What follows belongs to an exercise in optimizing a design on an open flow for small area and a short achievable clock period; a production flow would make more cautious choices.
Only simulation tests tie the RTL to the original design; equivalence was not proved.
Power and IR drop assume default switching activity.

==> flow/design.v <==
`timescale 1ns / 1ps
module g_inv    (input a, output y);                  assign y = ~a;                             endmodule
module g_buf    (input a, output y);                  assign y = a;                              endmodule
module g_nand2  (input a, b, output y);               assign y = ~(a & b);                       endmodule
module g_nor2   (input a, b, output y);               assign y = ~(a | b);                       endmodule
module g_and2   (input a, b, output y);               assign y = a & b;                          endmodule
module g_or2    (input a, b, output y);               assign y = a | b;                          endmodule
module g_nand2b (input an, b, output y);              assign y = ~(~an & b);                     endmodule
module g_a21oi  (input a1, a2, b1, output y);         assign y = ~((a1 & a2) | b1);              endmodule
module g_o21ai  (input a1, a2, b1, output y);         assign y = ~((a1 | a2) & b1);              endmodule
module g_a21o   (input a1, a2, b1, output y);         assign y = (a1 & a2) | b1;                 endmodule
module g_o21a   (input a1, a2, b1, output y);         assign y = (a1 | a2) & b1;                 endmodule
module g_o22ai  (input a1, a2, b1, b2, output y);     assign y = ~((a1 | a2) & (b1 | b2));       endmodule
module g_xor2   (input a, b, output y);               assign y = a ^ b;                          endmodule
module g_xnor2  (input a, b, output y);               assign y = ~(a ^ b);                       endmodule
module g_mux2i  (input a0, a1, s, output y);          assign y = ~(s ? a1 : a0);                 endmodule
module g_nand3  (input a, b, c, output y);            assign y = ~(a & b & c);                   endmodule
module g_a31oi  (input a1, a2, a3, b1, output y);     assign y = ~((a1 & a2 & a3) | b1);         endmodule
module g_a32oi  (input a1, a2, a3, b1, b2, output y); assign y = ~((a1 & a2 & a3) | (b1 & b2));   endmodule
`timescale 1ns / 1ps
module Nbit_ALU(r1, r2, r3, ALUop);
parameter n = 32;
input  [n-1:0] r2, r3;
input  [2:0]   ALUop;
output [n-1:0] r1;
wire o02n;
g_nor2 u_o02n (.a(ALUop[0]), .b(ALUop[2]), .y(o02n));
wire t0n_d;
g_mux2i u_t0n_d (.a0(ALUop[0]), .a1(ALUop[1]), .s(ALUop[2]), .y(t0n_d));
wire t0n_0;
g_buf u_t0n_0 (.a(t0n_d), .y(t0n_0));
wire t0n_1;
g_buf u_t0n_1 (.a(t0n_d), .y(t0n_1));
wire t1n_d;
g_xor2 u_t1n_d (.a(ALUop[1]), .b(o02n), .y(t1n_d));
wire t1n_0;
g_buf u_t1n_0 (.a(t1n_d), .y(t1n_0));
wire t1n_1;
g_buf u_t1n_1 (.a(t1n_d), .y(t1n_1));
wire esn_d;
g_o21a u_esn_d (.a1(ALUop[1]), .a2(ALUop[0]), .b1(ALUop[2]), .y(esn_d));
wire esn_0;
g_buf u_esn_0 (.a(esn_d), .y(esn_0));
wire esn_1;
g_buf u_esn_1 (.a(esn_d), .y(esn_1));
wire ecn_d;
g_nand2b u_ecn_d (.an(ALUop[1]), .b(ALUop[2]), .y(ecn_d));
wire ecn_0;
g_buf u_ecn_0 (.a(ecn_d), .y(ecn_0));
wire ecn_1;
g_buf u_ecn_1 (.a(ecn_d), .y(ecn_1));
wire enn_d;
g_nand2b u_enn_d (.an(ALUop[2]), .b(ALUop[1]), .y(enn_d));
wire enn_0;
g_buf u_enn_0 (.a(enn_d), .y(enn_0));
wire enn_1;
g_buf u_enn_1 (.a(enn_d), .y(enn_1));
wire en_d;
g_inv u_en_d (.a(enn_0), .y(en_d));
wire en_0;
g_buf u_en_0 (.a(en_d), .y(en_0));
wire en_1;
g_buf u_en_1 (.a(en_d), .y(en_1));
wire op01n;
g_nand2 u_op01n (.a(ALUop[0]), .b(ALUop[1]), .y(op01n));
wire sub;
g_nor2 u_sub (.a(ALUop[2]), .b(op01n), .y(sub));
wire op12n;
g_nand2 u_op12n (.a(ALUop[1]), .b(ALUop[2]), .y(op12n));
wire slt;
g_nor2 u_slt (.a(ALUop[0]), .b(op12n), .y(slt));
wire bb0;
g_mux2i u_bb0 (.a0(t0n_0), .a1(t1n_0), .s(r3[0]), .y(bb0));
wire gn0;
g_nand2 u_gn0 (.a(r2[0]), .b(bb0), .y(gn0));
wire tn0;
g_nor2 u_tn0 (.a(r2[0]), .b(bb0), .y(tn0));
wire pn0;
g_nand2b u_pn0 (.an(tn0), .b(gn0), .y(pn0));
wire y0;
g_o22ai u_y0 (.a1(gn0), .a2(ecn_0), .b1(pn0), .b2(esn_0), .y(y0));
wire bb1;
g_mux2i u_bb1 (.a0(t0n_0), .a1(t1n_0), .s(r3[1]), .y(bb1));
wire gn1;
g_nand2 u_gn1 (.a(r2[1]), .b(bb1), .y(gn1));
wire tn1;
g_nor2 u_tn1 (.a(r2[1]), .b(bb1), .y(tn1));
wire pn1;
g_nand2b u_pn1 (.an(tn1), .b(gn1), .y(pn1));
wire y1;
g_o22ai u_y1 (.a1(gn1), .a2(ecn_0), .b1(pn1), .b2(esn_0), .y(y1));
wire bb2;
g_mux2i u_bb2 (.a0(t0n_0), .a1(t1n_0), .s(r3[2]), .y(bb2));
wire gn2;
g_nand2 u_gn2 (.a(r2[2]), .b(bb2), .y(gn2));
wire tn2;
g_nor2 u_tn2 (.a(r2[2]), .b(bb2), .y(tn2));
wire pn2;
g_nand2b u_pn2 (.an(tn2), .b(gn2), .y(pn2));
wire y2;
g_o22ai u_y2 (.a1(gn2), .a2(ecn_0), .b1(pn2), .b2(esn_0), .y(y2));
wire bb3;
g_mux2i u_bb3 (.a0(t0n_0), .a1(t1n_0), .s(r3[3]), .y(bb3));
wire gn3;
g_nand2 u_gn3 (.a(r2[3]), .b(bb3), .y(gn3));
wire tn3;
g_nor2 u_tn3 (.a(r2[3]), .b(bb3), .y(tn3));
wire pn3;
g_nand2b u_pn3 (.an(tn3), .b(gn3), .y(pn3));
wire y3;
g_o22ai u_y3 (.a1(gn3), .a2(ecn_0), .b1(pn3), .b2(esn_0), .y(y3));
wire bb4;
g_mux2i u_bb4 (.a0(t0n_0), .a1(t1n_0), .s(r3[4]), .y(bb4));
wire gn4;
g_nand2 u_gn4 (.a(r2[4]), .b(bb4), .y(gn4));
wire tn4;
g_nor2 u_tn4 (.a(r2[4]), .b(bb4), .y(tn4));
wire pn4;
g_nand2b u_pn4 (.an(tn4), .b(gn4), .y(pn4));
wire y4;
g_o22ai u_y4 (.a1(gn4), .a2(ecn_0), .b1(pn4), .b2(esn_0), .y(y4));
wire bb5;
g_mux2i u_bb5 (.a0(t0n_0), .a1(t1n_0), .s(r3[5]), .y(bb5));
wire gn5;
g_nand2 u_gn5 (.a(r2[5]), .b(bb5), .y(gn5));
wire tn5;
g_nor2 u_tn5 (.a(r2[5]), .b(bb5), .y(tn5));
wire pn5;
g_nand2b u_pn5 (.an(tn5), .b(gn5), .y(pn5));
wire y5;
g_o22ai u_y5 (.a1(gn5), .a2(ecn_0), .b1(pn5), .b2(esn_0), .y(y5));
wire bb6;
g_mux2i u_bb6 (.a0(t0n_0), .a1(t1n_0), .s(r3[6]), .y(bb6));
wire gn6;
g_nand2 u_gn6 (.a(r2[6]), .b(bb6), .y(gn6));
wire tn6;
g_nor2 u_tn6 (.a(r2[6]), .b(bb6), .y(tn6));
wire pn6;
g_nand2b u_pn6 (.an(tn6), .b(gn6), .y(pn6));
wire y6;
g_o22ai u_y6 (.a1(gn6), .a2(ecn_0), .b1(pn6), .b2(esn_0), .y(y6));
wire bb7;
g_mux2i u_bb7 (.a0(t0n_0), .a1(t1n_0), .s(r3[7]), .y(bb7));
wire gn7;
g_nand2 u_gn7 (.a(r2[7]), .b(bb7), .y(gn7));
wire tn7;
g_nor2 u_tn7 (.a(r2[7]), .b(bb7), .y(tn7));
wire pn7;
g_nand2b u_pn7 (.an(tn7), .b(gn7), .y(pn7));
wire y7;
g_o22ai u_y7 (.a1(gn7), .a2(ecn_0), .b1(pn7), .b2(esn_0), .y(y7));
wire bb8;
g_mux2i u_bb8 (.a0(t0n_0), .a1(t1n_0), .s(r3[8]), .y(bb8));
wire gn8;
g_nand2 u_gn8 (.a(r2[8]), .b(bb8), .y(gn8));
wire tn8;
g_nor2 u_tn8 (.a(r2[8]), .b(bb8), .y(tn8));
wire pn8;
g_nand2b u_pn8 (.an(tn8), .b(gn8), .y(pn8));
wire y8;
g_o22ai u_y8 (.a1(gn8), .a2(ecn_0), .b1(pn8), .b2(esn_0), .y(y8));
wire bb9;
g_mux2i u_bb9 (.a0(t0n_0), .a1(t1n_0), .s(r3[9]), .y(bb9));
wire gn9;
g_nand2 u_gn9 (.a(r2[9]), .b(bb9), .y(gn9));
wire tn9;
g_nor2 u_tn9 (.a(r2[9]), .b(bb9), .y(tn9));
wire pn9;
g_nand2b u_pn9 (.an(tn9), .b(gn9), .y(pn9));
wire y9;
g_o22ai u_y9 (.a1(gn9), .a2(ecn_0), .b1(pn9), .b2(esn_0), .y(y9));
wire bb10;
g_mux2i u_bb10 (.a0(t0n_0), .a1(t1n_0), .s(r3[10]), .y(bb10));
wire gn10;
g_nand2 u_gn10 (.a(r2[10]), .b(bb10), .y(gn10));
wire tn10;
g_nor2 u_tn10 (.a(r2[10]), .b(bb10), .y(tn10));
wire pn10;
g_nand2b u_pn10 (.an(tn10), .b(gn10), .y(pn10));
wire y10;
g_o22ai u_y10 (.a1(gn10), .a2(ecn_0), .b1(pn10), .b2(esn_0), .y(y10));
wire bb11;
g_mux2i u_bb11 (.a0(t0n_0), .a1(t1n_0), .s(r3[11]), .y(bb11));
wire gn11;
g_nand2 u_gn11 (.a(r2[11]), .b(bb11), .y(gn11));
wire tn11;
g_nor2 u_tn11 (.a(r2[11]), .b(bb11), .y(tn11));
wire pn11;
g_nand2b u_pn11 (.an(tn11), .b(gn11), .y(pn11));
wire y11;
g_o22ai u_y11 (.a1(gn11), .a2(ecn_0), .b1(pn11), .b2(esn_0), .y(y11));
wire bb12;
g_mux2i u_bb12 (.a0(t0n_0), .a1(t1n_0), .s(r3[12]), .y(bb12));
wire gn12;
g_nand2 u_gn12 (.a(r2[12]), .b(bb12), .y(gn12));
wire tn12;
g_nor2 u_tn12 (.a(r2[12]), .b(bb12), .y(tn12));
wire pn12;
g_nand2b u_pn12 (.an(tn12), .b(gn12), .y(pn12));
wire y12;
g_o22ai u_y12 (.a1(gn12), .a2(ecn_0), .b1(pn12), .b2(esn_0), .y(y12));
wire bb13;
g_mux2i u_bb13 (.a0(t0n_0), .a1(t1n_0), .s(r3[13]), .y(bb13));
wire gn13;
g_nand2 u_gn13 (.a(r2[13]), .b(bb13), .y(gn13));
wire tn13;
g_nor2 u_tn13 (.a(r2[13]), .b(bb13), .y(tn13));
wire pn13;
g_nand2b u_pn13 (.an(tn13), .b(gn13), .y(pn13));
wire y13;
g_o22ai u_y13 (.a1(gn13), .a2(ecn_0), .b1(pn13), .b2(esn_0), .y(y13));
wire bb14;
g_mux2i u_bb14 (.a0(t0n_0), .a1(t1n_0), .s(r3[14]), .y(bb14));
wire gn14;
g_nand2 u_gn14 (.a(r2[14]), .b(bb14), .y(gn14));
wire tn14;
g_nor2 u_tn14 (.a(r2[14]), .b(bb14), .y(tn14));
wire pn14;
g_nand2b u_pn14 (.an(tn14), .b(gn14), .y(pn14));
wire y14;
g_o22ai u_y14 (.a1(gn14), .a2(ecn_0), .b1(pn14), .b2(esn_0), .y(y14));
wire bb15;
g_mux2i u_bb15 (.a0(t0n_0), .a1(t1n_0), .s(r3[15]), .y(bb15));
wire gn15;
g_nand2 u_gn15 (.a(r2[15]), .b(bb15), .y(gn15));
wire tn15;
g_nor2 u_tn15 (.a(r2[15]), .b(bb15), .y(tn15));
wire pn15;
g_nand2b u_pn15 (.an(tn15), .b(gn15), .y(pn15));
wire y15;
g_o22ai u_y15 (.a1(gn15), .a2(ecn_0), .b1(pn15), .b2(esn_0), .y(y15));
wire bb16;
g_mux2i u_bb16 (.a0(t0n_1), .a1(t1n_1), .s(r3[16]), .y(bb16));
wire gn16;
g_nand2 u_gn16 (.a(r2[16]), .b(bb16), .y(gn16));
wire tn16;
g_nor2 u_tn16 (.a(r2[16]), .b(bb16), .y(tn16));
wire pn16;
g_nand2b u_pn16 (.an(tn16), .b(gn16), .y(pn16));
wire y16;
g_o22ai u_y16 (.a1(gn16), .a2(ecn_1), .b1(pn16), .b2(esn_1), .y(y16));
wire bb17;
g_mux2i u_bb17 (.a0(t0n_1), .a1(t1n_1), .s(r3[17]), .y(bb17));
wire gn17;
g_nand2 u_gn17 (.a(r2[17]), .b(bb17), .y(gn17));
wire tn17;
g_nor2 u_tn17 (.a(r2[17]), .b(bb17), .y(tn17));
wire pn17;
g_nand2b u_pn17 (.an(tn17), .b(gn17), .y(pn17));
wire y17;
g_o22ai u_y17 (.a1(gn17), .a2(ecn_1), .b1(pn17), .b2(esn_1), .y(y17));
wire bb18;
g_mux2i u_bb18 (.a0(t0n_1), .a1(t1n_1), .s(r3[18]), .y(bb18));
wire gn18;
g_nand2 u_gn18 (.a(r2[18]), .b(bb18), .y(gn18));
wire tn18;
g_nor2 u_tn18 (.a(r2[18]), .b(bb18), .y(tn18));
wire pn18;
g_nand2b u_pn18 (.an(tn18), .b(gn18), .y(pn18));
wire y18;
g_o22ai u_y18 (.a1(gn18), .a2(ecn_1), .b1(pn18), .b2(esn_1), .y(y18));
wire bb19;
g_mux2i u_bb19 (.a0(t0n_1), .a1(t1n_1), .s(r3[19]), .y(bb19));
wire gn19;
g_nand2 u_gn19 (.a(r2[19]), .b(bb19), .y(gn19));
wire tn19;
g_nor2 u_tn19 (.a(r2[19]), .b(bb19), .y(tn19));
wire pn19;
g_nand2b u_pn19 (.an(tn19), .b(gn19), .y(pn19));
wire y19;
g_o22ai u_y19 (.a1(gn19), .a2(ecn_1), .b1(pn19), .b2(esn_1), .y(y19));
wire bb20;
g_mux2i u_bb20 (.a0(t0n_1), .a1(t1n_1), .s(r3[20]), .y(bb20));
wire gn20;
g_nand2 u_gn20 (.a(r2[20]), .b(bb20), .y(gn20));
wire tn20;
g_nor2 u_tn20 (.a(r2[20]), .b(bb20), .y(tn20));
wire pn20;
g_nand2b u_pn20 (.an(tn20), .b(gn20), .y(pn20));
wire y20;
g_o22ai u_y20 (.a1(gn20), .a2(ecn_1), .b1(pn20), .b2(esn_1), .y(y20));
wire bb21;
g_mux2i u_bb21 (.a0(t0n_1), .a1(t1n_1), .s(r3[21]), .y(bb21));
wire gn21;
g_nand2 u_gn21 (.a(r2[21]), .b(bb21), .y(gn21));
wire tn21;
g_nor2 u_tn21 (.a(r2[21]), .b(bb21), .y(tn21));
wire pn21;
g_nand2b u_pn21 (.an(tn21), .b(gn21), .y(pn21));
wire y21;
g_o22ai u_y21 (.a1(gn21), .a2(ecn_1), .b1(pn21), .b2(esn_1), .y(y21));
wire bb22;
g_mux2i u_bb22 (.a0(t0n_1), .a1(t1n_1), .s(r3[22]), .y(bb22));
wire gn22;
g_nand2 u_gn22 (.a(r2[22]), .b(bb22), .y(gn22));
wire tn22;
g_nor2 u_tn22 (.a(r2[22]), .b(bb22), .y(tn22));
wire pn22;
g_nand2b u_pn22 (.an(tn22), .b(gn22), .y(pn22));
wire y22;
g_o22ai u_y22 (.a1(gn22), .a2(ecn_1), .b1(pn22), .b2(esn_1), .y(y22));
wire bb23;
g_mux2i u_bb23 (.a0(t0n_1), .a1(t1n_1), .s(r3[23]), .y(bb23));
wire gn23;
g_nand2 u_gn23 (.a(r2[23]), .b(bb23), .y(gn23));
wire tn23;
g_nor2 u_tn23 (.a(r2[23]), .b(bb23), .y(tn23));
wire pn23;
g_nand2b u_pn23 (.an(tn23), .b(gn23), .y(pn23));
wire y23;
g_o22ai u_y23 (.a1(gn23), .a2(ecn_1), .b1(pn23), .b2(esn_1), .y(y23));
wire bb24;
g_mux2i u_bb24 (.a0(t0n_1), .a1(t1n_1), .s(r3[24]), .y(bb24));
wire gn24;
g_nand2 u_gn24 (.a(r2[24]), .b(bb24), .y(gn24));
wire tn24;
g_nor2 u_tn24 (.a(r2[24]), .b(bb24), .y(tn24));
wire pn24;
g_nand2b u_pn24 (.an(tn24), .b(gn24), .y(pn24));
wire y24;
g_o22ai u_y24 (.a1(gn24), .a2(ecn_1), .b1(pn24), .b2(esn_1), .y(y24));
wire bb25;
g_mux2i u_bb25 (.a0(t0n_1), .a1(t1n_1), .s(r3[25]), .y(bb25));
wire gn25;
g_nand2 u_gn25 (.a(r2[25]), .b(bb25), .y(gn25));
wire tn25;
g_nor2 u_tn25 (.a(r2[25]), .b(bb25), .y(tn25));
wire pn25;
g_nand2b u_pn25 (.an(tn25), .b(gn25), .y(pn25));
wire y25;
g_o22ai u_y25 (.a1(gn25), .a2(ecn_1), .b1(pn25), .b2(esn_1), .y(y25));
wire bb26;
g_mux2i u_bb26 (.a0(t0n_1), .a1(t1n_1), .s(r3[26]), .y(bb26));
wire gn26;
g_nand2 u_gn26 (.a(r2[26]), .b(bb26), .y(gn26));
wire tn26;
g_nor2 u_tn26 (.a(r2[26]), .b(bb26), .y(tn26));
wire pn26;
g_nand2b u_pn26 (.an(tn26), .b(gn26), .y(pn26));
wire y26;
g_o22ai u_y26 (.a1(gn26), .a2(ecn_1), .b1(pn26), .b2(esn_1), .y(y26));
wire bb27;
g_mux2i u_bb27 (.a0(t0n_1), .a1(t1n_1), .s(r3[27]), .y(bb27));
wire gn27;
g_nand2 u_gn27 (.a(r2[27]), .b(bb27), .y(gn27));
wire tn27;
g_nor2 u_tn27 (.a(r2[27]), .b(bb27), .y(tn27));
wire pn27;
g_nand2b u_pn27 (.an(tn27), .b(gn27), .y(pn27));
wire y27;
g_o22ai u_y27 (.a1(gn27), .a2(ecn_1), .b1(pn27), .b2(esn_1), .y(y27));
wire bb28;
g_mux2i u_bb28 (.a0(t0n_1), .a1(t1n_1), .s(r3[28]), .y(bb28));
wire gn28;
g_nand2 u_gn28 (.a(r2[28]), .b(bb28), .y(gn28));
wire tn28;
g_nor2 u_tn28 (.a(r2[28]), .b(bb28), .y(tn28));
wire pn28;
g_nand2b u_pn28 (.an(tn28), .b(gn28), .y(pn28));
wire y28;
g_o22ai u_y28 (.a1(gn28), .a2(ecn_1), .b1(pn28), .b2(esn_1), .y(y28));
wire bb29;
g_mux2i u_bb29 (.a0(t0n_1), .a1(t1n_1), .s(r3[29]), .y(bb29));
wire gn29;
g_nand2 u_gn29 (.a(r2[29]), .b(bb29), .y(gn29));
wire tn29;
g_nor2 u_tn29 (.a(r2[29]), .b(bb29), .y(tn29));
wire pn29;
g_nand2b u_pn29 (.an(tn29), .b(gn29), .y(pn29));
wire y29;
g_o22ai u_y29 (.a1(gn29), .a2(ecn_1), .b1(pn29), .b2(esn_1), .y(y29));
wire bb30;
g_mux2i u_bb30 (.a0(t0n_1), .a1(t1n_1), .s(r3[30]), .y(bb30));
wire gn30;
g_nand2 u_gn30 (.a(r2[30]), .b(bb30), .y(gn30));
wire tn30;
g_nor2 u_tn30 (.a(r2[30]), .b(bb30), .y(tn30));
wire pn30;
g_nand2b u_pn30 (.an(tn30), .b(gn30), .y(pn30));
wire y30;
g_o22ai u_y30 (.a1(gn30), .a2(ecn_1), .b1(pn30), .b2(esn_1), .y(y30));
wire bb31;
g_mux2i u_bb31 (.a0(t0n_1), .a1(t1n_1), .s(r3[31]), .y(bb31));
wire gn31;
g_nand2 u_gn31 (.a(r2[31]), .b(bb31), .y(gn31));
wire tn31;
g_nor2 u_tn31 (.a(r2[31]), .b(bb31), .y(tn31));
wire pn31;
g_nand2b u_pn31 (.an(tn31), .b(gn31), .y(pn31));
wire y31;
g_o22ai u_y31 (.a1(gn31), .a2(ecn_1), .b1(pn31), .b2(esn_1), .y(y31));
wire t0p;
g_inv u_t0p (.a(t0n_d), .y(t0p));
wire G0n;
g_mux2i u_G0n (.a0(t0p), .a1(r2[0]), .s(r3[0]), .y(G0n));
wire G1_1;
g_o21ai u_G1_1 (.a1(tn1), .a2(G0n), .b1(gn1), .y(G1_1));
wire G1_3;
g_o21ai u_G1_3 (.a1(tn3), .a2(gn2), .b1(gn3), .y(G1_3));
wire T1_3;
g_nor2 u_T1_3 (.a(tn3), .b(tn2), .y(T1_3));
wire G1_5;
g_o21ai u_G1_5 (.a1(tn5), .a2(gn4), .b1(gn5), .y(G1_5));
wire T1_5;
g_nor2 u_T1_5 (.a(tn5), .b(tn4), .y(T1_5));
wire G1_7;
g_o21ai u_G1_7 (.a1(tn7), .a2(gn6), .b1(gn7), .y(G1_7));
wire T1_7;
g_nor2 u_T1_7 (.a(tn7), .b(tn6), .y(T1_7));
wire G1_9;
g_o21ai u_G1_9 (.a1(tn9), .a2(gn8), .b1(gn9), .y(G1_9));
wire T1_9;
g_nor2 u_T1_9 (.a(tn9), .b(tn8), .y(T1_9));
wire G1_11;
g_o21ai u_G1_11 (.a1(tn11), .a2(gn10), .b1(gn11), .y(G1_11));
wire T1_11;
g_nor2 u_T1_11 (.a(tn11), .b(tn10), .y(T1_11));
wire G1_13;
g_o21ai u_G1_13 (.a1(tn13), .a2(gn12), .b1(gn13), .y(G1_13));
wire T1_13;
g_nor2 u_T1_13 (.a(tn13), .b(tn12), .y(T1_13));
wire G1_15;
g_o21ai u_G1_15 (.a1(tn15), .a2(gn14), .b1(gn15), .y(G1_15));
wire T1_15;
g_nor2 u_T1_15 (.a(tn15), .b(tn14), .y(T1_15));
wire G1_17;
g_o21ai u_G1_17 (.a1(tn17), .a2(gn16), .b1(gn17), .y(G1_17));
wire T1_17;
g_nor2 u_T1_17 (.a(tn17), .b(tn16), .y(T1_17));
wire G1_19;
g_o21ai u_G1_19 (.a1(tn19), .a2(gn18), .b1(gn19), .y(G1_19));
wire T1_19;
g_nor2 u_T1_19 (.a(tn19), .b(tn18), .y(T1_19));
wire G1_21;
g_o21ai u_G1_21 (.a1(tn21), .a2(gn20), .b1(gn21), .y(G1_21));
wire T1_21;
g_nor2 u_T1_21 (.a(tn21), .b(tn20), .y(T1_21));
wire G1_23;
g_o21ai u_G1_23 (.a1(tn23), .a2(gn22), .b1(gn23), .y(G1_23));
wire T1_23;
g_nor2 u_T1_23 (.a(tn23), .b(tn22), .y(T1_23));
wire G1_25;
g_o21ai u_G1_25 (.a1(tn25), .a2(gn24), .b1(gn25), .y(G1_25));
wire T1_25;
g_nor2 u_T1_25 (.a(tn25), .b(tn24), .y(T1_25));
wire G1_27;
g_o21ai u_G1_27 (.a1(tn27), .a2(gn26), .b1(gn27), .y(G1_27));
wire T1_27;
g_nor2 u_T1_27 (.a(tn27), .b(tn26), .y(T1_27));
wire G1_29;
g_o21ai u_G1_29 (.a1(tn29), .a2(gn28), .b1(gn29), .y(G1_29));
wire T1_29;
g_nor2 u_T1_29 (.a(tn29), .b(tn28), .y(T1_29));
wire G2_3;
g_a21oi u_G2_3 (.a1(T1_3), .a2(G1_1), .b1(G1_3), .y(G2_3));
wire G2_7;
g_a21oi u_G2_7 (.a1(T1_7), .a2(G1_5), .b1(G1_7), .y(G2_7));
wire T2_7;
g_nand2 u_T2_7 (.a(T1_7), .b(T1_5), .y(T2_7));
wire G2_11;
g_a21oi u_G2_11 (.a1(T1_11), .a2(G1_9), .b1(G1_11), .y(G2_11));
wire T2_11;
g_nand2 u_T2_11 (.a(T1_11), .b(T1_9), .y(T2_11));
wire G2_15;
g_a21oi u_G2_15 (.a1(T1_15), .a2(G1_13), .b1(G1_15), .y(G2_15));
wire T2_15;
g_nand2 u_T2_15 (.a(T1_15), .b(T1_13), .y(T2_15));
wire G2_19;
g_a21oi u_G2_19 (.a1(T1_19), .a2(G1_17), .b1(G1_19), .y(G2_19));
wire T2_19;
g_nand2 u_T2_19 (.a(T1_19), .b(T1_17), .y(T2_19));
wire G2_23;
g_a21oi u_G2_23 (.a1(T1_23), .a2(G1_21), .b1(G1_23), .y(G2_23));
wire T2_23;
g_nand2 u_T2_23 (.a(T1_23), .b(T1_21), .y(T2_23));
wire G2_27;
g_a21oi u_G2_27 (.a1(T1_27), .a2(G1_25), .b1(G1_27), .y(G2_27));
wire T2_27;
g_nand2 u_T2_27 (.a(T1_27), .b(T1_25), .y(T2_27));
wire n_G1_5;
g_inv u_n_G1_5 (.a(G1_5), .y(n_G1_5));
wire n_T1_5;
g_inv u_n_T1_5 (.a(T1_5), .y(n_T1_5));
wire G3_5;
g_o21ai u_G3_5 (.a1(n_T1_5), .a2(G2_3), .b1(n_G1_5), .y(G3_5));
wire G3_7;
g_o21ai u_G3_7 (.a1(T2_7), .a2(G2_3), .b1(G2_7), .y(G3_7));
wire n_G1_13;
g_inv u_n_G1_13 (.a(G1_13), .y(n_G1_13));
wire n_T1_13;
g_inv u_n_T1_13 (.a(T1_13), .y(n_T1_13));
wire G3_13;
g_o21ai u_G3_13 (.a1(n_T1_13), .a2(G2_11), .b1(n_G1_13), .y(G3_13));
wire T3_13;
g_nor2 u_T3_13 (.a(n_T1_13), .b(T2_11), .y(T3_13));
wire G3_15;
g_o21ai u_G3_15 (.a1(T2_15), .a2(G2_11), .b1(G2_15), .y(G3_15));
wire T3_15;
g_nor2 u_T3_15 (.a(T2_15), .b(T2_11), .y(T3_15));
wire n_G1_21;
g_inv u_n_G1_21 (.a(G1_21), .y(n_G1_21));
wire n_T1_21;
g_inv u_n_T1_21 (.a(T1_21), .y(n_T1_21));
wire G3_21;
g_o21ai u_G3_21 (.a1(n_T1_21), .a2(G2_19), .b1(n_G1_21), .y(G3_21));
wire T3_21;
g_nor2 u_T3_21 (.a(n_T1_21), .b(T2_19), .y(T3_21));
wire G3_23;
g_o21ai u_G3_23 (.a1(T2_23), .a2(G2_19), .b1(G2_23), .y(G3_23));
wire T3_23;
g_nor2 u_T3_23 (.a(T2_23), .b(T2_19), .y(T3_23));
wire n_G1_29;
g_inv u_n_G1_29 (.a(G1_29), .y(n_G1_29));
wire n_T1_29;
g_inv u_n_T1_29 (.a(T1_29), .y(n_T1_29));
wire G3_29;
g_o21ai u_G3_29 (.a1(n_T1_29), .a2(G2_27), .b1(n_G1_29), .y(G3_29));
wire T3_29;
g_nor2 u_T3_29 (.a(n_T1_29), .b(T2_27), .y(T3_29));
wire G4_9;
g_a21oi u_G4_9 (.a1(T1_9), .a2(G3_7), .b1(G1_9), .y(G4_9));
wire n_G2_11;
g_inv u_n_G2_11 (.a(G2_11), .y(n_G2_11));
wire n_T2_11;
g_inv u_n_T2_11 (.a(T2_11), .y(n_T2_11));
wire G4_11;
g_a21oi u_G4_11 (.a1(n_T2_11), .a2(G3_7), .b1(n_G2_11), .y(G4_11));
wire G4_13;
g_a21oi u_G4_13 (.a1(T3_13), .a2(G3_7), .b1(G3_13), .y(G4_13));
wire G4_15;
g_a21oi u_G4_15 (.a1(T3_15), .a2(G3_7), .b1(G3_15), .y(G4_15));
wire G4_25;
g_a21oi u_G4_25 (.a1(T1_25), .a2(G3_23), .b1(G1_25), .y(G4_25));
wire T4_25;
g_nand2 u_T4_25 (.a(T1_25), .b(T3_23), .y(T4_25));
wire n_G2_27;
g_inv u_n_G2_27 (.a(G2_27), .y(n_G2_27));
wire n_T2_27;
g_inv u_n_T2_27 (.a(T2_27), .y(n_T2_27));
wire G4_27;
g_a21oi u_G4_27 (.a1(n_T2_27), .a2(G3_23), .b1(n_G2_27), .y(G4_27));
wire T4_27;
g_nand2 u_T4_27 (.a(n_T2_27), .b(T3_23), .y(T4_27));
wire G4_29;
g_a21oi u_G4_29 (.a1(T3_29), .a2(G3_23), .b1(G3_29), .y(G4_29));
wire T4_29;
g_nand2 u_T4_29 (.a(T3_29), .b(T3_23), .y(T4_29));
wire n_G1_17;
g_inv u_n_G1_17 (.a(G1_17), .y(n_G1_17));
wire n_T1_17;
g_inv u_n_T1_17 (.a(T1_17), .y(n_T1_17));
wire G5_17;
g_o21ai u_G5_17 (.a1(n_T1_17), .a2(G4_15), .b1(n_G1_17), .y(G5_17));
wire G5_19;
g_o21ai u_G5_19 (.a1(T2_19), .a2(G4_15), .b1(G2_19), .y(G5_19));
wire n_G3_21;
g_inv u_n_G3_21 (.a(G3_21), .y(n_G3_21));
wire n_T3_21;
g_inv u_n_T3_21 (.a(T3_21), .y(n_T3_21));
wire G5_21;
g_o21ai u_G5_21 (.a1(n_T3_21), .a2(G4_15), .b1(n_G3_21), .y(G5_21));
wire n_G3_23;
g_inv u_n_G3_23 (.a(G3_23), .y(n_G3_23));
wire n_T3_23;
g_inv u_n_T3_23 (.a(T3_23), .y(n_T3_23));
wire G5_23;
g_o21ai u_G5_23 (.a1(n_T3_23), .a2(G4_15), .b1(n_G3_23), .y(G5_23));
wire G5_25;
g_o21ai u_G5_25 (.a1(T4_25), .a2(G4_15), .b1(G4_25), .y(G5_25));
wire G5_27;
g_o21ai u_G5_27 (.a1(T4_27), .a2(G4_15), .b1(G4_27), .y(G5_27));
wire G5_29;
g_o21ai u_G5_29 (.a1(T4_29), .a2(G4_15), .b1(G4_29), .y(G5_29));
wire n_gn2;
g_inv u_n_gn2 (.a(gn2), .y(n_gn2));
wire n_tn2;
g_inv u_n_tn2 (.a(tn2), .y(n_tn2));
wire kn3;
g_a32oi u_kn3 (.a1(n_tn2), .a2(G1_1), .a3(en_0), .b1(n_gn2), .b2(en_0), .y(kn3));
wire G6_4;
g_o21ai u_G6_4 (.a1(tn4), .a2(G2_3), .b1(gn4), .y(G6_4));
wire n_gn6;
g_inv u_n_gn6 (.a(gn6), .y(n_gn6));
wire n_tn6;
g_inv u_n_tn6 (.a(tn6), .y(n_tn6));
wire kn7;
g_a32oi u_kn7 (.a1(n_tn6), .a2(G3_5), .a3(en_0), .b1(n_gn6), .b2(en_0), .y(kn7));
wire n_gn8;
g_inv u_n_gn8 (.a(gn8), .y(n_gn8));
wire n_tn8;
g_inv u_n_tn8 (.a(tn8), .y(n_tn8));
wire kn9;
g_a32oi u_kn9 (.a1(n_tn8), .a2(G3_7), .a3(en_0), .b1(n_gn8), .b2(en_0), .y(kn9));
wire G6_10;
g_o21ai u_G6_10 (.a1(tn10), .a2(G4_9), .b1(gn10), .y(G6_10));
wire G6_12;
g_o21ai u_G6_12 (.a1(tn12), .a2(G4_11), .b1(gn12), .y(G6_12));
wire G6_14;
g_o21ai u_G6_14 (.a1(tn14), .a2(G4_13), .b1(gn14), .y(G6_14));
wire G6_16;
g_o21ai u_G6_16 (.a1(tn16), .a2(G4_15), .b1(gn16), .y(G6_16));
wire n_gn18;
g_inv u_n_gn18 (.a(gn18), .y(n_gn18));
wire n_tn18;
g_inv u_n_tn18 (.a(tn18), .y(n_tn18));
wire kn19;
g_a32oi u_kn19 (.a1(n_tn18), .a2(G5_17), .a3(en_1), .b1(n_gn18), .b2(en_1), .y(kn19));
wire n_gn20;
g_inv u_n_gn20 (.a(gn20), .y(n_gn20));
wire n_tn20;
g_inv u_n_tn20 (.a(tn20), .y(n_tn20));
wire kn21;
g_a32oi u_kn21 (.a1(n_tn20), .a2(G5_19), .a3(en_1), .b1(n_gn20), .b2(en_1), .y(kn21));
wire n_gn22;
g_inv u_n_gn22 (.a(gn22), .y(n_gn22));
wire n_tn22;
g_inv u_n_tn22 (.a(tn22), .y(n_tn22));
wire kn23;
g_a32oi u_kn23 (.a1(n_tn22), .a2(G5_21), .a3(en_1), .b1(n_gn22), .b2(en_1), .y(kn23));
wire n_gn24;
g_inv u_n_gn24 (.a(gn24), .y(n_gn24));
wire n_tn24;
g_inv u_n_tn24 (.a(tn24), .y(n_tn24));
wire kn25;
g_a32oi u_kn25 (.a1(n_tn24), .a2(G5_23), .a3(en_1), .b1(n_gn24), .b2(en_1), .y(kn25));
wire n_gn26;
g_inv u_n_gn26 (.a(gn26), .y(n_gn26));
wire n_tn26;
g_inv u_n_tn26 (.a(tn26), .y(n_tn26));
wire kn27;
g_a32oi u_kn27 (.a1(n_tn26), .a2(G5_25), .a3(en_1), .b1(n_gn26), .b2(en_1), .y(kn27));
wire n_gn28;
g_inv u_n_gn28 (.a(gn28), .y(n_gn28));
wire n_tn28;
g_inv u_n_tn28 (.a(tn28), .y(n_tn28));
wire kn29;
g_a32oi u_kn29 (.a1(n_tn28), .a2(G5_27), .a3(en_1), .b1(n_gn28), .b2(en_1), .y(kn29));
wire n_gn30;
g_inv u_n_gn30 (.a(gn30), .y(n_gn30));
wire n_tn30;
g_inv u_n_tn30 (.a(tn30), .y(n_tn30));
wire G6_30;
g_a21oi u_G6_30 (.a1(n_tn30), .a2(G5_29), .b1(n_gn30), .y(G6_30));
wire k1;
g_nor2 u_k1 (.a(G0n), .b(enn_0), .y(k1));
g_xor2 u_r1 (.a(y1), .b(k1), .y(r1[1]));
wire kn2;
g_nand2 u_kn2 (.a(G1_1), .b(en_0), .y(kn2));
g_xnor2 u_r2 (.a(y2), .b(kn2), .y(r1[2]));
g_xnor2 u_r3 (.a(y3), .b(kn3), .y(r1[3]));
wire k4;
g_nor2 u_k4 (.a(G2_3), .b(enn_0), .y(k4));
g_xor2 u_r4 (.a(y4), .b(k4), .y(r1[4]));
wire kn5;
g_nand2 u_kn5 (.a(G6_4), .b(en_0), .y(kn5));
g_xnor2 u_r5 (.a(y5), .b(kn5), .y(r1[5]));
wire kn6;
g_nand2 u_kn6 (.a(G3_5), .b(en_0), .y(kn6));
g_xnor2 u_r6 (.a(y6), .b(kn6), .y(r1[6]));
g_xnor2 u_r7 (.a(y7), .b(kn7), .y(r1[7]));
wire kn8;
g_nand2 u_kn8 (.a(G3_7), .b(en_0), .y(kn8));
g_xnor2 u_r8 (.a(y8), .b(kn8), .y(r1[8]));
g_xnor2 u_r9 (.a(y9), .b(kn9), .y(r1[9]));
wire k10;
g_nor2 u_k10 (.a(G4_9), .b(enn_0), .y(k10));
g_xor2 u_r10 (.a(y10), .b(k10), .y(r1[10]));
wire kn11;
g_nand2 u_kn11 (.a(G6_10), .b(en_0), .y(kn11));
g_xnor2 u_r11 (.a(y11), .b(kn11), .y(r1[11]));
wire k12;
g_nor2 u_k12 (.a(G4_11), .b(enn_0), .y(k12));
g_xor2 u_r12 (.a(y12), .b(k12), .y(r1[12]));
wire kn13;
g_nand2 u_kn13 (.a(G6_12), .b(en_0), .y(kn13));
g_xnor2 u_r13 (.a(y13), .b(kn13), .y(r1[13]));
wire k14;
g_nor2 u_k14 (.a(G4_13), .b(enn_0), .y(k14));
g_xor2 u_r14 (.a(y14), .b(k14), .y(r1[14]));
wire kn15;
g_nand2 u_kn15 (.a(G6_14), .b(en_0), .y(kn15));
g_xnor2 u_r15 (.a(y15), .b(kn15), .y(r1[15]));
wire k16;
g_nor2 u_k16 (.a(G4_15), .b(enn_1), .y(k16));
g_xor2 u_r16 (.a(y16), .b(k16), .y(r1[16]));
wire kn17;
g_nand2 u_kn17 (.a(G6_16), .b(en_1), .y(kn17));
g_xnor2 u_r17 (.a(y17), .b(kn17), .y(r1[17]));
wire kn18;
g_nand2 u_kn18 (.a(G5_17), .b(en_1), .y(kn18));
g_xnor2 u_r18 (.a(y18), .b(kn18), .y(r1[18]));
g_xnor2 u_r19 (.a(y19), .b(kn19), .y(r1[19]));
wire kn20;
g_nand2 u_kn20 (.a(G5_19), .b(en_1), .y(kn20));
g_xnor2 u_r20 (.a(y20), .b(kn20), .y(r1[20]));
g_xnor2 u_r21 (.a(y21), .b(kn21), .y(r1[21]));
wire kn22;
g_nand2 u_kn22 (.a(G5_21), .b(en_1), .y(kn22));
g_xnor2 u_r22 (.a(y22), .b(kn22), .y(r1[22]));
g_xnor2 u_r23 (.a(y23), .b(kn23), .y(r1[23]));
wire kn24;
g_nand2 u_kn24 (.a(G5_23), .b(en_1), .y(kn24));
g_xnor2 u_r24 (.a(y24), .b(kn24), .y(r1[24]));
g_xnor2 u_r25 (.a(y25), .b(kn25), .y(r1[25]));
wire kn26;
g_nand2 u_kn26 (.a(G5_25), .b(en_1), .y(kn26));
g_xnor2 u_r26 (.a(y26), .b(kn26), .y(r1[26]));
g_xnor2 u_r27 (.a(y27), .b(kn27), .y(r1[27]));
wire kn28;
g_nand2 u_kn28 (.a(G5_27), .b(en_1), .y(kn28));
g_xnor2 u_r28 (.a(y28), .b(kn28), .y(r1[28]));
g_xnor2 u_r29 (.a(y29), .b(kn29), .y(r1[29]));
wire kn30;
g_nand2 u_kn30 (.a(G5_29), .b(en_1), .y(kn30));
g_xnor2 u_r30 (.a(y30), .b(kn30), .y(r1[30]));
wire k31;
g_nor2 u_k31 (.a(G6_30), .b(enn_1), .y(k31));
g_xor2 u_r31 (.a(y31), .b(k31), .y(r1[31]));
wire x31n;
g_xnor2 u_x31n (.a(pn31), .b(G6_30), .y(x31n));
wire z0n;
g_xnor2 u_z0n (.a(y0), .b(sub), .y(z0n));
g_mux2i u_r0 (.a0(z0n), .a1(x31n), .s(slt), .y(r1[0]));
endmodule
`timescale 1ns / 1ps
module dff(q, d, clk);
input		d, clk;       
output reg	q;            
always @(posedge clk)
q<=d;
endmodule
`timescale 1ns / 1ps
module Nbit_Register(outo, ino, clk);
parameter n = 32;
input [n-1:0] ino;
output [n-1:0] outo;
input clk;
genvar i;
generate
for (i = 0; i < n; i = i + 1) begin: registerblk
dff Dflipflop(.q(outo[i]) , .d(ino[i]), .clk(clk) );
end
endgenerate
endmodule
`timescale 1ns / 1ps
module Nbit_ALU_Register (r2, r3, ALUop, r0, clk);
parameter n = 32;
input[n-1:0] r2, r3;
input[2:0] ALUop;
input clk;
output [n-1:0] r0;
wire[n-1:0] r1;
Nbit_ALU #(n) alu1 (.r1(r1), .r2(r2), .r3(r3), .ALUop(ALUop) );
Nbit_Register #(n) reg1 (.outo(r0), .ino(r1), .clk(clk) );
endmodule
==> flow/flow/run.sh <==
#!/bin/bash
# Standard ORFS layout with two changes: the ports are buffered with buf_1 (instead of the
# delay buffer buffer_ports picks by default), and timing repair aims for a setup slack of
# 9.95 ns, so that it sizes the critical paths for a shorter period than the clock's.
set -euo pipefail
export BUFFER_PORTS_ARGS="-buffer_cell sky130_fd_sc_hd__buf_1"
export SETUP_SLACK_MARGIN=9.95
bash standard.sh > standard.log 2>&1
==> flow/standard.sh <==
#!/bin/bash
# synth_recipe.tcl (not shown) runs the flow's synth.tcl, then flattens the netlist and writes it again
# the make line also repeats each setting of config.mk as NAME=value (left out here)
make -C /OpenROAD-flow-scripts/flow DESIGN_CONFIG=/design/flow/config.mk WORK_HOME=/design/flow/orfs CLKGATE_MAP_FILE= SYNTH_SCRIPT=/design/flow/synth_recipe.tcl "${@:-finish}"
==> flow/config.mk <==
export PLATFORM = sky130hd
export DESIGN_NAME = Nbit_ALU_Register
export DESIGN_NICKNAME = Nbit_ALU_Register
export VERILOG_FILES = /design/flow/design.v
export SDC_FILE = /design/flow/constraint.sdc
export NUM_CORES = 4
export LEC_CHECK = 0
export CAP_MARGIN = 20
export CORE_MARGIN = 2
export CORE_UTILIZATION = 60
export CTS_BUF_LIST = sky130_fd_sc_hd__clkbuf_4
export GPL_TIMING_DRIVEN = 0
export SLEW_MARGIN = 20
export SYNTH_HIERARCHICAL = 1
export SYNTH_MINIMUM_KEEP_SIZE = 0
==> flow/constraint.sdc <==
create_clock -name core_clock -period 15.5 [get_ports {clk}]
set_input_delay 3.1000 -clock core_clock [delete_from_list [all_inputs] [get_ports {clk}]]
set_output_delay 3.1000 -clock core_clock [all_outputs]
set_load 0.01 [all_outputs]
==> impl_metrics.yaml, run 1 <==
run_status:
  status: "complete, no violations"
global_route:
  grt_overflow_total: 0
  grt_pass1_vias: 2702
  grt_max_degree: 21
  grt_busiest_layer: "met2"
  grt_use_met1_pct: 35.5
  met2_usage_pct: 45.6
  antenna_found_initial: 0
  met3_usage_pct: 4.44
  grt_pass1_wl_mm: 11.4
  gr-usage-all-layers_pct: 26.9
logic_synthesis:
  synth-seq-cells: 32
  synth_compound_area_share_pct: 21.2
  synth_xor_xnor_area_share_pct: 10.7
  synth_area_sq_mm: 0.00278
  synth_top_family_by_area: "simple AND/OR/NAND/NOR gates"
  synth.distinct_cells: 14
  synth_fa_ha_area_share_pct: 0
  syn_nets: 465
  yosysTopAreaCell: "dfxtp_1"
  yosys_warnings: 7
  synth.area.top_cells: "dfxtp_1 (23%), mux2i_1 (13%), nor2_1 (8.2%), xnor2_1 (8.2%), nand2_1 (7.8%)"
  syn_avg_cell_area_sq_um: 6.99
  yosysTopAreaCellShare_pct: 23.1
  synth_seq_area_share_pct: 23.1
  synth-simple-area-share_pct: 23.7
  synthCells: 397
  synth_mux_area_share_pct: 12.6
clocking:
  clkSinkCount: 32
  cts-hold-fix-buffers: 0
  htreeDepth: 2
  cts_tree: "yes"
  cts_root_buf: "clkbuf_4"
  cts_setup_buffers: 0
  clockBufferDepth: 2
  path_clk_slew_ps: 120
  cts_buffers: 5
timing:
  fin_ws_ps: 10170
  finalCritPeriodShare_pct: 34.4
  fin_crit_ps: 5330
  tightest_slew_ps: 455
  slew_viol_final: 0
  slew_headroom_pct: 69.5
  hold_viol_final: 0
  setup_tns_ps: 0
  fmax_ghz: 0.188
  rsz0062_at_grt: "no"
  finalSetupViolations: 0
routing:
  ant_nets: 0
  routed_wl_mm: 6.62
  dr.pass1.iters: 5
  routedWlPerCell_um: 11.9
  drt_iter0_markers: 193
  drcViolationCount: 0
  viasPerCell: 5.25
  num_vias: 2917
flow_run:
  maxCapViolCount: 0
power:
  switching_share_pct: 41.3
  p_seq_share_pct: 35.5
  combPwrFrac_pct: 47.0
  p_leak_nw: 1.48
  internal_power_uw: 174
  max-vdd-ir-drop_mv: 0.0643
  switchingPower_uw: 123
  p_clk_share_pct: 17.5
  powerDensity_mw_per_mm2: 90.1
  power.total_uw: 297
hold_path:
  min_from: "r2[7]"
  hold_end: "reg1.registerblk[7].Dflipflop.q"
  hold_path_depth: 4
  hold_path.class: "input port to flop"
setup_path:
  crit_family: "compound AO/OA/AOI/OAI gates"
  end_kind: "flop"
  cp_slowest_cell: "mux2i_2"
  worstPathRequired_ps: 15740
  critPathLaunchType: "input port"
  crit_buf_inv: 2
  crit_type: "input port to flop"
  crit_chain: "clkbuf_2 -> mux2i_2 -> buf_4 -> mux2i_1 -> nor2_1 -> o21ai_1 -> a21oi_2 -> o21ai_4 -> a21oi_4 -> o21ai_1 -> a21oi_2 -> nor2_1 -> xor2_1"
  cp_slowest_stage_delay_ps: 310
  critical_path.max_fanout: 16
  arrival_ps: 5570
layout:
  reg.largest.list: "reg1.registerblk.Dflipflop.q x32"
  nFillCells: 380
  utilization_pct: 74.7
  drive_gt1_share_pct: 7.54
  regMostFlops: "reg1.registerblk.Dflipflop.q"
  largest_reg_flops: 32
  syn2layout_area_growth_pct: 18.8
  nNetsFinal: 571
  num_antenna_cells: 0
placement:
  dp_hpwl_mm: 4.83
  dpl_worst_slack_ps: 9440
  place.gp.congestion: 0.827
  portBuffers: 99
floorplan:
  die_x_um: 72.0
  pin_count: 100
  start_util_pct: 62.9
  die_h_um: 72.0
  dieArea_sq_mm: 0.00519
  rows: 24
  core_sq_mm: 0.00441
[per-module statistics from Yosys (local to each module, per instance), excerpt]
module	cell area, sq um	times used	cells inside
g_buf	7.51	12	1
g_a21oi	8.76	15	1
g_mux2i	10.0	35	1
g_o21a	7.51	1	1
g_a32oi	8.76	9	1
g_inv	3.75	40	1
g_nor2	3.75	61	1
g_xnor2	8.76	26	1
g_nand2	3.75	58	1
g_o22ai	6.26	32	1
g_o21ai	5.00	34	1
[Yosys cell counts]
library cell and instances:
buf_4 12, a32oi_1 9, o21a_1 1, nand2b_1 34
o22ai_1 32, nor2_1 61, o21ai_1 34, dfxtp_1 32
nand2_1 58, mux2i_1 35, inv_1 40, xor2_1 8
xnor2_1 26, a21oi_2 15
[metrics by stage]
step	hold slack, ps	std cells	instance area [sq um]
finish	3160	556	3300
floorplan	3280	397	2780
CTS	3140	556	3290
detailed placement	3480	548	3210
global placement	3490	548	3210
global route	3190	556	3300
[logic make-up after synthesis]
family | after synthesis
AO/OA/AOI/OAI | 91
flip-flops | 32
buffers and inverters | 52
AND/OR/NAND/NOR | 153
multiplexers | 35
XOR/XNOR | 34
[power groups by stage]
| stage | Clock (mW) | Combinational [mW] | Sequential [mW] |
|---|---|---|---|
| 6_report | 0.0520 | 0.140 | 0.105 |
| 3_3_place_gp | 0 | 0.134 | 0.107 |
| 4_1_cts | 0.0527 | 0.139 | 0.105 |
| 3_5_place_dp | 0 | 0.136 | 0.107 |
| 2_1_floorplan | 0 | 0.0901 | 0.117 |
| 5_1_grt | 0.0552 | 0.157 | 0.107 |
[worst max-delay path by stage]
stage             start                                to  slack [ps]  depth (start not counted)
2_1_floorplan  ALUop[2]  reg1.registerblk[31].Dflipflop.q       10260                         13
3_3_place_gp   ALUop[2]   reg1.registerblk[0].Dflipflop.q        9560                         14
3_5_place_dp   ALUop[2]  reg1.registerblk[31].Dflipflop.q        9440                         13
4_1_cts        ALUop[2]  reg1.registerblk[31].Dflipflop.q       10040                         13
5_1_grt        ALUop[1]  reg1.registerblk[31].Dflipflop.q        9990                         13
6_report       ALUop[2]  reg1.registerblk[31].Dflipflop.q       10170                         13
[layout by cell type (no fill, tap or decap), types with 2 or more instances in the layout]
cell type,n
clkinvlp_4,2
a21oi_2,14
o22ai_1,32
nand2_1,58
buf_4,12
xor2_1,8
nor2_1,61
o21ai_1,33
dfxtp_1,32
inv_1,40
nand2b_1,34
a32oi_1,9
buf_1,98
xnor2_1,26
clkbuf_4,5
mux2i_1,34
[final cells by class]
| cell class | count | area [sq um] | area share [%] |
|---|---|---|---|
| multi-input combinational | 313 | 1920 | 58.2 |
| sequential | 32 | 641 | 19.4 |
| timing repair buffer | 99 | 373 | 11.3 |
| inverter | 40 | 150 | 4.55 |
| buffer | 12 | 90.1 | 2.73 |
| tap | 52 | 65.1 | 1.97 |
| clock buffer | 5 | 37.5 | 1.14 |
| clock inverter | 3 | 23.8 | 0.721 |
[routing by layer]
| layer | share of wire (%) | wire length, um | vias to the layer above |
|---|---|---|---|
| li1 | - | - | 1545 |
| met3 | 6.2 | 413 | 9 |
| met4 | 1.3 | 86 | 0 |
| met2 | 46 | 3040 | 97 |
| met1 | 47 | 3080 | 1266 |
| met5 | 0 | 0 | - |
[timing repair]
item	CTS	global route
setup endpoints to repair	8	8
resized for setup	2	3
pin swaps	0	0
cloned	0	0
[worst min-delay path, stage by stage]
cell	delay (ps)
buf_1	80
nand2_1	90
o22ai_1	90
xnor2_1	120
==> inputs of run 2 (changes only) <==
==> flow/run.sh (new file) <==
#!/bin/bash
# synth_recipe.tcl (not shown) runs the flow's synth.tcl, then flattens the netlist and writes it again
# the make line also repeats each setting of config.mk as NAME=value (left out here)
make -C /OpenROAD-flow-scripts/flow DESIGN_CONFIG=/design/flow/config.mk WORK_HOME=/design/flow/orfs CLKGATE_MAP_FILE= SYNTH_SCRIPT=/design/flow/synth_recipe.tcl finish
removed: flow/flow/run.sh
removed: flow/standard.sh
==> run 2 against run 1 <==
  * Largest cell class unchanged
  * Core utilization grew 14 points
  * Non-clock buffer count stayed put
  * Global-route usage grew 4.6 points
  * Critical path depth up 1
  * Final area increased by 19%
  * Largest power group unchanged
  * Cell count did not move
  * Clock-buffer cell count rose by 1
  * Sequential share of layout area shrank 3.0 points
  * Fmax is 14% lower
  * Sequential cell count unchanged
  * Synthesized area unchanged
  * Hold slack improved by 370 ps
==> impl_metrics.yaml, run 2 <==
timing:
  fin_ws_ps: 9330
  hold_viol_final: 0
  fmax_ghz: 0.162
  slew_headroom_pct: 58.0
  setup_tns_ps: 0
  slew_viol_final: 0
  fin_crit_ps: 6170
  tightest_slew_ps: 626
  rsz0062_at_grt: "no"
  finalSetupViolations: 0
  finalCritPeriodShare_pct: 39.8
logic_synthesis:
  synth_area_sq_mm: 0.00278
  synthArstFlopShare_pct: 0
  yosysMostFrequentCell: "nor2_1"
  synth_edf_count: 0
  synth-seq-cells: 32
  synthFlopType: "dfxtp_1"
  synth_common_cells: "nor2_1 (61), nand2_1 (58), inv_1 (40)"
  yosysTopAreaCellShare_pct: 23.1
  synth.distinct_cells: 14
  yosysTopAreaCell: "dfxtp_1"
  yosys_warnings: 7
  syn_nets: 465
  synth_seq_area_share_pct: 23.1
  synthCells: 397
  syn_avg_cell_area_sq_um: 6.99
  synth.area.top_cells: "dfxtp_1 (23%), mux2i_1 (13%), nor2_1 (8.2%), xnor2_1 (8.2%), nand2_1 (7.8%)"
hold_path:
  hold_path.class: "input port to flop"
  hold_end: "reg1.registerblk[11].Dflipflop.q"
  hold_path_depth: 4
  min_from: "r2[11]"
layout:
  fin_area_sq_mm: 0.00391
  nNetsFinal: 571
  syn2layout_area_growth_pct: 40.9
  reg.largest.list: "reg1.registerblk.Dflipflop.q x32"
  layoutNonFillerInstCount: 556
  regMostFlops: "reg1.registerblk.Dflipflop.q"
  largest_reg_flops: 32
  layout_commonest_cell: "clkdlybuf4s50_1"
  final_cell_mix: "clkdlybuf4s50_1 (99), nor2_1 (61), nand2_1 (58)"
  num_antenna_cells: 0
  drive_gt1_share_pct: 6.94
  nFillCells: 235
clocking:
  cts-hold-fix-buffers: 0
  cts-resized-gates: 0
  cts_setup_buffers: 0
  cts_buffers: 5
  path_clk_slew_ps: 110
  cts_tree: "yes"
  clkSinkCount: 32
  clockBufferDepth: 2
  htreeDepth: 2
  cts_root_buf: "clkbuf_4"
setup_path:
  crit_family: "compound AO/OA/AOI/OAI gates"
  critPathLaunchType: "input port"
  crit_type: "input port to flop"
  end_kind: "flop"
  arrival_ps: 6390
  worstPathRequired_ps: 15720
  cp_slowest_cell: "clkdlybuf4s50_1"
  cp_slowest_stage_delay_ps: 600
  critPathLaunch: "ALUop[2]"
  crit_chain: "clkdlybuf4s50_1 -> nor2_1 -> xor2_1 -> buf_4 -> mux2i_1 -> nor2_1 -> o21ai_1 -> a21oi_2 -> o21ai_1 -> a21oi_2 -> o21ai_1 -> a21oi_2 -> xnor2_1 -> mux2i_1"
  critical_path.max_fanout: 16
  crit_buf_inv: 2
routing:
  routed_wl_mm: 7.98
  routedWlPerCell_um: 14.4
  dr.pass1.iters: 7
  num_vias: 3143
  ant_nets: 0
  drcViolationCount: 0
  viasPerCell: 5.65
  drt_iter0_markers: 233
global_route:
  grt_busiest_layer: "met2"
  grt_max_degree: 21
  antenna_found_initial: 0
  gr-usage-all-layers_pct: 31.4
  grt_pass1_wl_mm: 13.1
  met3_usage_pct: 5.28
  grt_use_met1_pct: 35.8
  grt_pass1_vias: 3061
  grt_overflow_total: 0
  met2_usage_pct: 57.7
placement:
  dp_hpwl_mm: 6.06
  place_area_sq_mm: 0.00383
  dp_cells: 548
  portBuffers: 99
  dpl_worst_slack_ps: 9080
  place.gp.congestion: 0.842
floorplan:
  pin_count: 100
  start_util_pct: 62.9
  dieArea_sq_mm: 0.00519
  die_x_um: 72.0
  core_sq_mm: 0.00441
  die_h_um: 72.0
  rows: 24
run_status:
  status: "complete, no violations"
power:
  max-vdd-ir-drop_mv: 0.0676
  p_leak_nw: 1.76
  powerDensity_mw_per_mm2: 89.2
flow_run:
  maxCapViolCount: 0
-- run 2: how the worst max path moves through the flow --
stage | endpoint | slack, ps | cells past startpoint
CTS | reg1.registerblk[0].Dflipflop.q | 9420 | 14
detailed placement | reg1.registerblk[0].Dflipflop.q | 9080 | 14
global placement | reg1.registerblk[0].Dflipflop.q | 9200 | 13
finish | reg1.registerblk[0].Dflipflop.q | 9330 | 14
global route | reg1.registerblk[31].Dflipflop.q | 9150 | 13
floorplan | reg1.registerblk[31].Dflipflop.q | 10260 | 13
-- run 2: report_power, final --
group / internal, mW / total [mW] / switching (mW) / leakage (nW)
clock network: 0.0356 / 0.0659 / 0.0304 / 0.0456
logic: 0.0884 / 0.177 / 0.0883 / 1.44
registers: 0.101 / 0.106 / 0.00547 / 0.270
-- run 2: worst min-delay path, cell delays in order --
cell and delay [ps]:
clkdlybuf4s50_1 410, nand2_1 100, o22ai_1 90, xnor2_1 130
-- run 2: layout make-up --
class / count / area, sq um / area share [%]
buffer: 12 / 90.1 / 2.30
clock buffer: 6 / 45.0 / 1.15
clock inverter: 2 / 35.0 / 0.895
inverter: 40 / 150 / 3.84
multi-input combinational: 313 / 1900 / 48.4
sequential: 32 / 641 / 16.4
tap: 52 / 65.1 / 1.66
timing repair buffer: 99 / 991 / 25.3
-- run 2: kinds of logic (layout without fill, tap and decap cells) --
group | Yosys count | after routing | synth area share, %
flip-flops | 32 | 32 | 23.1
AND/OR/NAND/NOR | 153 | 153 | 23.7
buffers and inverters | 52 | 159 | 8.65
XOR/XNOR | 34 | 34 | 10.7
AO/OA/AOI/OAI | 91 | 91 | 21.2
multiplexers | 35 | 35 | 12.6
-- run 2: metal layers --
metal	up-vias	share of wire (%)
li1	1538	-
met1	1433	40
met2	145	52
met3	27	5.5
met4	0	2.6
met5	-	0
-- run 2: modules after synthesis, one instance, submodules excluded, excerpt --
module   area (sq um)  flip-flops and latches  cells  copies in the design
g_mux2i          10.0                       0      1                    35
g_o21a           7.51                       0      1                     1
g_buf            7.51                       0      1                    12
g_xnor2          8.76                       0      1                    26
g_o21ai          5.00                       0      1                    34
g_nor2           3.75                       0      1                    61
g_a21oi          8.76                       0      1                    15
-- run 2: metrics by stage --
| step | power [mW] | hold slack, ps | utilization, % |
|---|---|---|---|
| 2_1_floorplan | 0.207 | 3280 | - |
| 3_3_place_gp | 0.274 | 3830 | 86.8 |
| 3_5_place_dp | 0.282 | 3830 | 86.8 |
| 4_1_cts | 0.348 | 3520 | 88.6 |
| 5_1_grt | 0.369 | 3540 | 88.6 |
| 6_report | 0.349 | 3530 | 88.6 |
==> inputs of run 3 (changes only) <==
==> flow/flow/run.sh (new file) <==
#!/bin/bash
# Standard ORFS layout with three changes: the ports are buffered with buf_1 (instead of the
# delay buffer buffer_ports picks by default); timing repair aims for a setup slack of
# 10.3 ns, so that it sizes the critical paths for a shorter period than the clock's; and
# that repair only resizes cells and swaps pins (no new buffers).
set -euo pipefail
export BUFFER_PORTS_ARGS="-buffer_cell sky130_fd_sc_hd__buf_1"
export SETUP_SLACK_MARGIN=10.3
export SETUP_MOVE_SEQUENCE=unbuffer,sizeup,swap
bash standard.sh > standard.log 2>&1
==> flow/standard.sh (new file) <==
#!/bin/bash
# synth_recipe.tcl (not shown) runs the flow's synth.tcl, then flattens the netlist and writes it again
# the make line also repeats each setting of config.mk as NAME=value (left out here)
make -C /OpenROAD-flow-scripts/flow DESIGN_CONFIG=/design/flow/config.mk WORK_HOME=/design/flow/orfs CLKGATE_MAP_FILE= SYNTH_SCRIPT=/design/flow/synth_recipe.tcl "${@:-finish}"
removed: flow/run.sh
==> run 3 against run 2 <==
  * Global-route usage down 5.6 points
  * Clock-buffer cell count shrank 1
  * Critical path depth shrank 1
  * Highest routed layer unchanged
  * Non-clock buffer count unchanged
  * Still clean on timing, DRC and antenna
  * Via count decreased by 6.1%
==> impl_metrics.yaml, run 3 <==
layout:
  drive_gt1_share_pct: 12.1
  largest_reg_flops: 32
  syn2layout_area_growth_pct: 23.5
  nNetsFinal: 571
  num_antenna_cells: 0
  reg.largest.list: "reg1.registerblk.Dflipflop.q x32"
  final_cell_mix: "buf_1 (96), nand2_1 (57), nor2_1 (55)"
  layout_commonest_cell: "buf_1"
  fin_area_sq_mm: 0.00343
  regMostFlops: "reg1.registerblk.Dflipflop.q"
setup_path:
  arrival_ps: 5330
  crit_type: "input port to flop"
  end_kind: "flop"
  critPathLaunchType: "input port"
  worstPathRequired_ps: 15730
  critical_path.max_fanout: 16
timing:
  slew_viol_final: 0
  tightest_slew_ps: 307
  setup_tns_ps: 0
  fmax_ghz: 0.196
  slew_headroom_pct: 79.0
  finalSetupViolations: 0
  rsz0062_at_grt: "no"
  fin_crit_ps: 5100
  finalCritPeriodShare_pct: 32.9
  hold_viol_final: 0
global_route:
  antenna_found_initial: 0
  grt_max_degree: 21
  grt_pass1_vias: 2604
  grt_pass1_wl_mm: 10.9
  gr-usage-all-layers_pct: 25.9
  grt_overflow_total: 0
power:
  powerDensity_mw_per_mm2: 88.3
  p_leak_nw: 1.50
  combPwrFrac_pct: 49.3
  switching_share_pct: 41.5
  p_clk_share_pct: 16.0
  max-vdd-ir-drop_mv: 0.0567
  p_seq_share_pct: 34.7
  switchingPower_uw: 126
  internal_power_uw: 177
logic_synthesis:
  synth-seq-cells: 32
  synth_edf_count: 0
  synth_common_cells: "nor2_1 (61), nand2_1 (58), inv_1 (40)"
  yosys_warnings: 7
  synth.distinct_cells: 14
  synth_area_sq_mm: 0.00278
  syn_avg_cell_area_sq_um: 6.99
  syn_nets: 465
  synth.area.top_cells: "dfxtp_1 (23%), mux2i_1 (13%), nor2_1 (8.2%), xnor2_1 (8.2%), nand2_1 (7.8%)"
  yosysTopAreaCellShare_pct: 23.1
  synth_seq_area_share_pct: 23.1
  yosysTopAreaCell: "dfxtp_1"
  synthArstFlopShare_pct: 0
  synthFlopType: "dfxtp_1"
  synthCells: 397
  yosysMostFrequentCell: "nor2_1"
routing:
  routed_wl_mm: 6.94
  drt_iter0_markers: 121
  viasPerCell: 5.31
  drcViolationCount: 0
  ant_nets: 0
  num_vias: 2951
  routedWlPerCell_um: 12.5
  dr.pass1.iters: 6
run_status:
  status: "complete, no violations"
clocking:
  cts_buffers: 5
  htreeDepth: 2
  cts_setup_buffers: 0
  cts_tree: "yes"
  clockBufferDepth: 2
  path_clk_slew_ps: 110
  cts_root_buf: "clkbuf_4"
  clkSinkCount: 32
floorplan:
  core_sq_mm: 0.00441
  rows: 24
  die_x_um: 72.0
  start_util_pct: 62.9
  dieArea_sq_mm: 0.00519
  pin_count: 100
  die_h_um: 72.0
flow_run:
  maxCapViolCount: 0
placement:
  portBuffers: 99
  dp_hpwl_mm: 4.87
  place.gp.congestion: 0.798
  place_area_sq_mm: 0.00322
hold_path:
  hold_path.class: "input port to flop"
==> run 3: cell counts after synthesis <==
Identical to the previous run, type by type.
==> run 3: final timing paths <==
check / from / to / slack (ps) / cells past startpoint
min: ALUop[0] / reg1.registerblk[0].Dflipflop.q / 3070 / 3
max: ALUop[1] / reg1.registerblk[31].Dflipflop.q / 10400 / 13
==> run 3: layout make-up <==
cell class	instances	area (sq um)
Sequential cell	32	641
Multi-Input combinational cell	313	2030
Inverter	40	150
Buffer	12	109
Clock inverter	3	13.8
Clock buffer	5	37.5
Fill cell	346	985
Timing Repair Buffer	99	388
Tap cell	52	65.1
==> run 3: modules after synthesis, one instance, submodules excluded, a selection <==
module,flops+latches,cells
g_a21oi,0,1
g_xnor2,0,1
g_nor2,0,1
g_inv,0,1
dff,1,1
g_o21a,0,1
g_o22ai,0,1
g_o21ai,0,1
g_nand2b,0,1
==> run 3: cell families (layout without fill, tap and decap cells) <==
logic type | Yosys count | in the layout | synth area share (%)
simple gates | 153 | 153 | 23.7
flops | 32 | 32 | 23.1
xor+xnor | 34 | 34 | 10.7
mux | 35 | 35 | 12.6
buf+inv | 52 | 159 | 8.65
compound gates | 91 | 91 | 21.2
==> run 3: per-stage QoR <==
stage	setup WS, ps	total power, mW	hold slack [ps]	instances	util, %
floorplan	10330	0.208	3280	397	-
finish	10400	0.303	3070	556	77.7
CTS	10340	0.295	3130	556	74.8
global placement	9680	0.241	3480	548	72.9
global route	10270	0.324	3070	556	77.7
detailed placement	9620	0.245	3480	548	72.9
==> run 3: what timing repair did <==
item	in CTS	in global routing
resized for setup	7	37
hold buffers	0	0
pin swaps	3	19
endpoints found under the setup margin	17	9
==> run 3: metal layers <==
layer	global-route usage [%]	vias to the layer above	routed length, um
met3	6.11	6	452
met1	32.2	1302	3100
met5	0	-	0
li1	-	1544	-
met2	45.0	99	3330
met4	6.92	0	54
==> run 3: power by group through the flow <==
stage                     Combinational, mW  Clock (mW)  Sequential [mW]
after floorplan                      0.0905           0            0.117
after global placement                0.134           0            0.107
after detailed placement              0.138           0            0.107
after CTS                             0.141      0.0489            0.105
after global routing                  0.166      0.0516            0.106
final                                 0.149      0.0486            0.105
==> run 3: worst max-delay path, cell delays in order <==
cell and delay (ps):
clkbuf_2 200, xor2_2 210, buf_6 220, mux2i_2 110, nor2_2 160, nor2_2 70, a21oi_4 230, o21ai_4 140
a21oi_4 340, o21ai_2 110, a21oi_2 180, nor2_1 80, xor2_1 160

-- port drivers added, routing unchanged --
How much do the figures lean on ideal ports? The routed layouts below were timed once more, with nothing changed but the port constraints.
Step 1: set_driving_cell puts a clkbuf_16 on clk and a buf_2 on each other input, an assumption about the parent block.
Step 2 also shifts input and output timing later by t, the mid clock arrival at the registers, as if the neighbouring blocks saw the same clock.
Slacks: no drivers / after step 1 / after step 2; pairs: no drivers / after step 1.
| run | t, ns | setup WS [ns] | worst setup path after step 2 |
|---|---|---|---|
| run 1 | 0.363 | 10.173 / 10.160 / 9.797 | input to register |
| run 2 | 0.363 | 9.331 / 9.328 / 8.965 | input to register |
| run 3 | 0.367 | 10.403 / 10.395 / 10.028 | input to register |
After both steps every run listed still meets setup and hold. The setup slack of run 1, which loses most, moves by -0.013 ns with the drivers and by -0.376 ns with both steps.
